This is an optimization exercise on Yosys and OpenROAD, whose aim is small area and a short achievable clock period, not a production implementation.
In this exercise RTL edits were held to simulation tests only and were not proved equivalent to the original.

==> nickel <==
==> flow/design.v <==
module slifo_v2 (clk, rst_n, wr, rd, lifo_empty, lifo_full, low_th, high_th,
                 lifo_low_th, lifo_high_th, lifo_ov, lifo_ud, lifo_valid,
                 data_in, data_out);
  input         clk;
  input         rst_n;
  input         wr;
  input         rd;
  input  [5:0]  low_th;
  input  [5:0]  high_th;
  input  [31:0] data_in;
  output reg [31:0] data_out;
  output reg    lifo_empty;
  output        lifo_full;
  output        lifo_low_th;
  output        lifo_high_th;
  output reg    lifo_ov;
  output reg    lifo_ud;
  output reg    lifo_valid;
  reg  [5:0]  cnt;      
  reg  [5:0]  ncnt;     
  reg  [5:0]  cntp1;    
  reg  [31:0] sel;      
  reg  [31:0] mem [0:31];
  assign lifo_full = cnt[5];
  wire pw   = wr & ~rd;               
  wire push = pw & ~cnt[5];
  wire pop  = rd & ~wr & ~lifo_empty;
  wire fwd  = wr & rd;
  wire [5:0] cnt_inc = cnt + 6'd1;
  wire [5:0] cnt_dec = cnt - 6'd1;
  wire [5:0] cnt_inc2 = cnt + 6'd2;
  always @(posedge clk) begin
    if (~rst_n) begin
      cnt        <= 6'd0;
      lifo_empty <= 1'b1;
      sel        <= 32'h8000_0000;
    end else if (push) begin
      cnt        <= cnt_inc;
      lifo_empty <= 1'b0;
      sel        <= {sel[30:0], sel[31]};
    end else if (pop) begin
      cnt        <= cnt_dec;
      lifo_empty <= (cnt == 6'd1);
      sel        <= {sel[0], sel[31:1]};
    end
  end
  always @(posedge clk) begin
    if (~rst_n) begin
      ncnt  <= 6'h3f;
      cntp1 <= 6'd1;
    end else begin
      ncnt  <= push ? ~cnt_inc : pop ? ~cnt_dec : ~cnt;
      cntp1 <= push ? cnt_inc2 : pop ? cnt : cnt_inc;
    end
  end
  genvar g;
  generate
    for (g = 0; g < 32; g = g + 1) begin : g_word
      wire we;
      if (g == 0) begin : g_w0
        assign we = pw & sel[31] & ~cnt[5];
      end else begin : g_wn
        assign we = pw & sel[g - 1];
      end
      always @(posedge clk)
        if (we)
          mem[g] <= data_in;
    end
  endgenerate
  wire [31:0] grp [0:10];
  generate
    for (g = 0; g < 10; g = g + 1) begin : g_grp
      slifo_aoi3 u_aoi (.a(mem[3*g]), .b(mem[3*g+1]), .c(mem[3*g+2]),
                        .sa(sel[3*g]), .sb(sel[3*g+1]), .sc(sel[3*g+2]), .y(grp[g]));
    end
  endgenerate
  slifo_aoi2 u_aoi_last (.a(mem[30]), .b(mem[31]),
                         .sa(sel[30]), .sb(sel[31]), .y(grp[10]));
  wire [31:0] rdata = ~(grp[0] & grp[1] & grp[2] & grp[3] & grp[4] & grp[5] &
                        grp[6] & grp[7] & grp[8] & grp[9] & grp[10]);
  always @(posedge clk) begin
    data_out   <= fwd ? data_in : rdata;
    lifo_valid <= pop | fwd;
  end
  always @(posedge clk) begin
    if (~rst_n)                 lifo_ov <= 1'b0;
    else if (rd)                lifo_ov <= 1'b0;
    else if (wr & lifo_full)    lifo_ov <= 1'b1;
  end
  always @(posedge clk) begin
    if (~rst_n)                 lifo_ud <= 1'b0;
    else if (wr)                lifo_ud <= 1'b0;
    else if (rd & lifo_empty)   lifo_ud <= 1'b1;
  end
  slifo_cla6 #(.CIN(1)) u_low  (.pa(~low_th), .pb(cntp1), .co(lifo_low_th));
  slifo_cla6 #(.CIN(1)) u_high (.pa(ncnt), .pb(high_th), .co(lifo_high_th));
endmodule
module slifo_aoi3 (a, b, c, sa, sb, sc, y);
  input  [31:0] a, b, c;
  input         sa, sb, sc;
  output [31:0] y;
  assign y = ~((a & {32{sa}}) | (b & {32{sb}}) | (c & {32{sc}}));
endmodule
module slifo_aoi2 (a, b, sa, sb, y);
  input  [31:0] a, b;
  input         sa, sb;
  output [31:0] y;
  assign y = ~((a & {32{sa}}) | (b & {32{sb}}));
endmodule
module slifo_cla6 (pa, pb, co);
  parameter CIN = 0;
  input  [5:0] pa, pb;
  output       co;
  wire [5:0] g, p;
  genvar i;
  generate
    for (i = 0; i < 6; i = i + 1) begin : g_bit
      slifo_nor2  u_g (.a(pa[i]), .b(pb[i]), .y(g[i]));
      slifo_nand2 u_p (.a(pa[i]), .b(pb[i]), .y(p[i]));
    end
  endgenerate
  wire c1 = CIN ? p[0] : g[0];
  wire ng10, ng32, ng54, np54, np5432;
  slifo_aoi21 u_g10 (.a1(p[1]), .a2(c1),   .b(g[1]), .y(ng10));
  slifo_aoi21 u_g32 (.a1(p[3]), .a2(g[2]), .b(g[3]), .y(ng32));
  slifo_aoi21 u_g54 (.a1(p[5]), .a2(g[4]), .b(g[5]), .y(ng54));
  slifo_nand2 u_p54 (.a(p[5]), .b(p[4]), .y(np54));
  slifo_nand4 u_p52 (.a(p[5]), .b(p[4]), .c(p[3]), .d(p[2]), .y(np5432));
  slifo_o221ai u_co (.a1(np54), .a2(ng32), .b1(np5432), .b2(ng10), .c(ng54), .y(co));
endmodule
module slifo_nand2 (a, b, y);
  input a, b; output y;
  assign y = ~(a & b);
endmodule
module slifo_nor2 (a, b, y);
  input a, b; output y;
  assign y = ~(a | b);
endmodule
module slifo_nand4 (a, b, c, d, y);
  input a, b, c, d; output y;
  assign y = ~(a & b & c & d);
endmodule
module slifo_aoi21 (a1, a2, b, y);
  input a1, a2, b; output y;
  assign y = ~((a1 & a2) | b);
endmodule
module slifo_o221ai (a1, a2, b1, b2, c, y);
  input a1, a2, b1, b2, c; output y;
  assign y = ~((a1 | a2) & (b1 | b2) & c);
endmodule
==> flow/run.sh <==
#!/bin/bash
# synth_recipe.tcl (not shown) runs the flow's synth.tcl, then flattens the netlist and writes it again
# the make line also repeats each setting of config.mk as NAME=value (left out here)
make -C /OpenROAD-flow-scripts/flow DESIGN_CONFIG=/design/flow/config.mk WORK_HOME=/design/flow/orfs CLKGATE_MAP_FILE= SYNTH_SCRIPT=/design/flow/synth_recipe.tcl finish
==> flow/config.mk <==
export PLATFORM = sky130hd
export DESIGN_NAME = slifo_v2
export DESIGN_NICKNAME = slifo_v2
export VERILOG_FILES = /design/flow/design.v
export SDC_FILE = /design/flow/constraint.sdc
export NUM_CORES = 4
export LEC_CHECK = 0
export CAP_MARGIN = 20
export CORE_MARGIN = 2
export CORE_UTILIZATION = 65
export CTS_CLUSTER_DIAMETER = 100
export CTS_CLUSTER_SIZE = 26
export PLACE_DENSITY = 0.78
export SETUP_SLACK_MARGIN = 1.7
export SLEW_MARGIN = 20
export SYNTH_HIERARCHICAL = 1
==> flow/constraint.sdc <==
create_clock -name core_clock -period 3.7 [get_ports {clk}]
set_input_delay 0.7400 -clock core_clock [delete_from_list [all_inputs] [get_ports {clk}]]
set_output_delay 0.7400 -clock core_clock [all_outputs]
set_load 0.01 [all_outputs]
==> inputs of juniper, as changes to nickel <==
==> flow/design.v, changed modules only <==
module slifo_v2 (clk, rst_n, wr, rd, lifo_empty, lifo_full, low_th, high_th,
                 lifo_low_th, lifo_high_th, lifo_ov, lifo_ud, lifo_valid,
                 data_in, data_out);
  input         clk;
  input         rst_n;
  input         wr;
  input         rd;
  input  [5:0]  low_th;
  input  [5:0]  high_th;
  input  [31:0] data_in;
  output reg [31:0] data_out;
  output        lifo_empty;
  output        lifo_full;
  output        lifo_low_th;
  output        lifo_high_th;
  output reg    lifo_ov;
  output reg    lifo_ud;
  output reg    lifo_valid;
  reg  [5:0]  cnt;      
  reg  [4:0]  top;      
  reg  [31:0] mem [0:31];
  assign lifo_empty = (cnt == 6'd0);
  assign lifo_full  = cnt[5];
  wire push = wr & ~rd & ~cnt[5];
  wire pop  = rd & ~wr & ~lifo_empty;
  wire fwd  = wr & rd;
  always @(posedge clk) begin
    if (~rst_n) begin
      cnt <= 6'd0;
      top <= 5'd31;
    end else if (push) begin
      cnt <= cnt + 6'd1;
      top <= top + 5'd1;
    end else if (pop) begin
      cnt <= cnt - 6'd1;
      top <= top - 5'd1;
    end
  end
  wire [31:0] sel;
  genvar g;
  generate
    for (g = 0; g < 32; g = g + 1) begin : g_word
      assign sel[g] = (top == g);
      always @(posedge clk)
        if (push & sel[(g + 31) % 32])
          mem[g] <= data_in;
    end
  endgenerate
  reg [31:0] rdata;
  integer k;
  always @(*) begin
    rdata = 32'd0;
    for (k = 0; k < 32; k = k + 1)
      rdata = rdata | (mem[k] & {32{sel[k]}});
  end
  always @(posedge clk) begin
    data_out   <= fwd ? data_in : rdata;
    lifo_valid <= pop | fwd;
  end
  always @(posedge clk) begin
    if (~rst_n)                 lifo_ov <= 1'b0;
    else if (rd)                lifo_ov <= 1'b0;
    else if (wr & lifo_full)    lifo_ov <= 1'b1;
  end
  always @(posedge clk) begin
    if (~rst_n)                 lifo_ud <= 1'b0;
    else if (wr)                lifo_ud <= 1'b0;
    else if (rd & lifo_empty)   lifo_ud <= 1'b1;
  end
  assign lifo_low_th  = (cnt <  low_th);
  assign lifo_high_th = (cnt >= high_th);
endmodule
// module slifo_aoi3 removed
// module slifo_aoi2 removed
// module slifo_cla6 removed
// module slifo_nand2 removed
// module slifo_nor2 removed
// module slifo_nand4 removed
// module slifo_aoi21 removed
// module slifo_o221ai removed
- CORE_UTILIZATION: 65 -> 60
- CTS_CLUSTER_DIAMETER: 100 -> default
- CTS_CLUSTER_SIZE: 26 -> default
- PLACE_DENSITY: 0.78 -> default
- SETUP_SLACK_MARGIN: 1.7 -> 1.4
- SYNTH_HIERARCHICAL: 1 -> default
==> impl_metrics.json <==
{
  "top_regs": "mem (1024), data_out (32), cnt (6)",
  "clk-insertion-delay-late_ns": 0.69,
  "nMultiInputCombCells": 1061,
  "p_comb_share_pct": 23.5,
  "die-width_um": 264,
  "cts.sinks": 1070,
  "status": "timing/DRC/antenna clean",
  "dp_hpwl_mm": 87.8,
  "final_cells": 3757,
  "min_from": "wr",
  "drive_gt1_share_pct": 33.1,
  "post_cts_buffers": 145,
  "synth_simple_gate_area_share_pct": 4.78
}
That was juniper.
==> impl_metrics.json <==
{
  "p_comb_share_pct": 8.5,
  "dp_hpwl_mm": 55.0,
  "die-width_um": 251,
  "final_cells": 3003,
  "post_cts_buffers": 10,
  "synth_simple_gate_area_share_pct": 4.31,
  "status": "timing/DRC/antenna clean",
  "nMultiInputCombCells": 834
}
That was nickel.

==> separate check: timing with driven ports <==
How much do the figures lean on ideal ports? The routed layouts below were timed once more, with nothing changed but the port constraints.
Step 1 (the two cells are an assumption about what drives the block):
set clk [get_ports {clk}]
set_driving_cell -lib_cell sky130_fd_sc_hd__clkbuf_16 $clk
set_driving_cell -lib_cell sky130_fd_sc_hd__buf_2 [delete_from_list [all_inputs] $clk]
Step 2 times the ports against the registers' clock, not the clock port: input delays grow and output delays shrink by t, the midpoint of the rising clock arrivals with the driver on.
Slacks: no drivers / after step 1 / after step 2; pairs: no drivers / after step 1.
run	shift t [ns]	slack for setup (ns)	hold WS [ns]	latest minus earliest clock arrival (ns)	slew at the worst register clock pin (ns)
nickel	0.695	1.444 / 1.387 / 1.158	0.478 / 0.447 / 0.528	0.039 / 0.038	0.11 / 0.11
juniper	0.740	0.942 / 0.874 / 0.845	0.516 / 0.479 / 0.521	0.031 / 0.031	0.07 / 0.07
After both steps setup and hold are still met in every run listed. The setup slack of nickel, which loses most, moves by -0.057 ns with the drivers and by -0.286 ns with both steps.
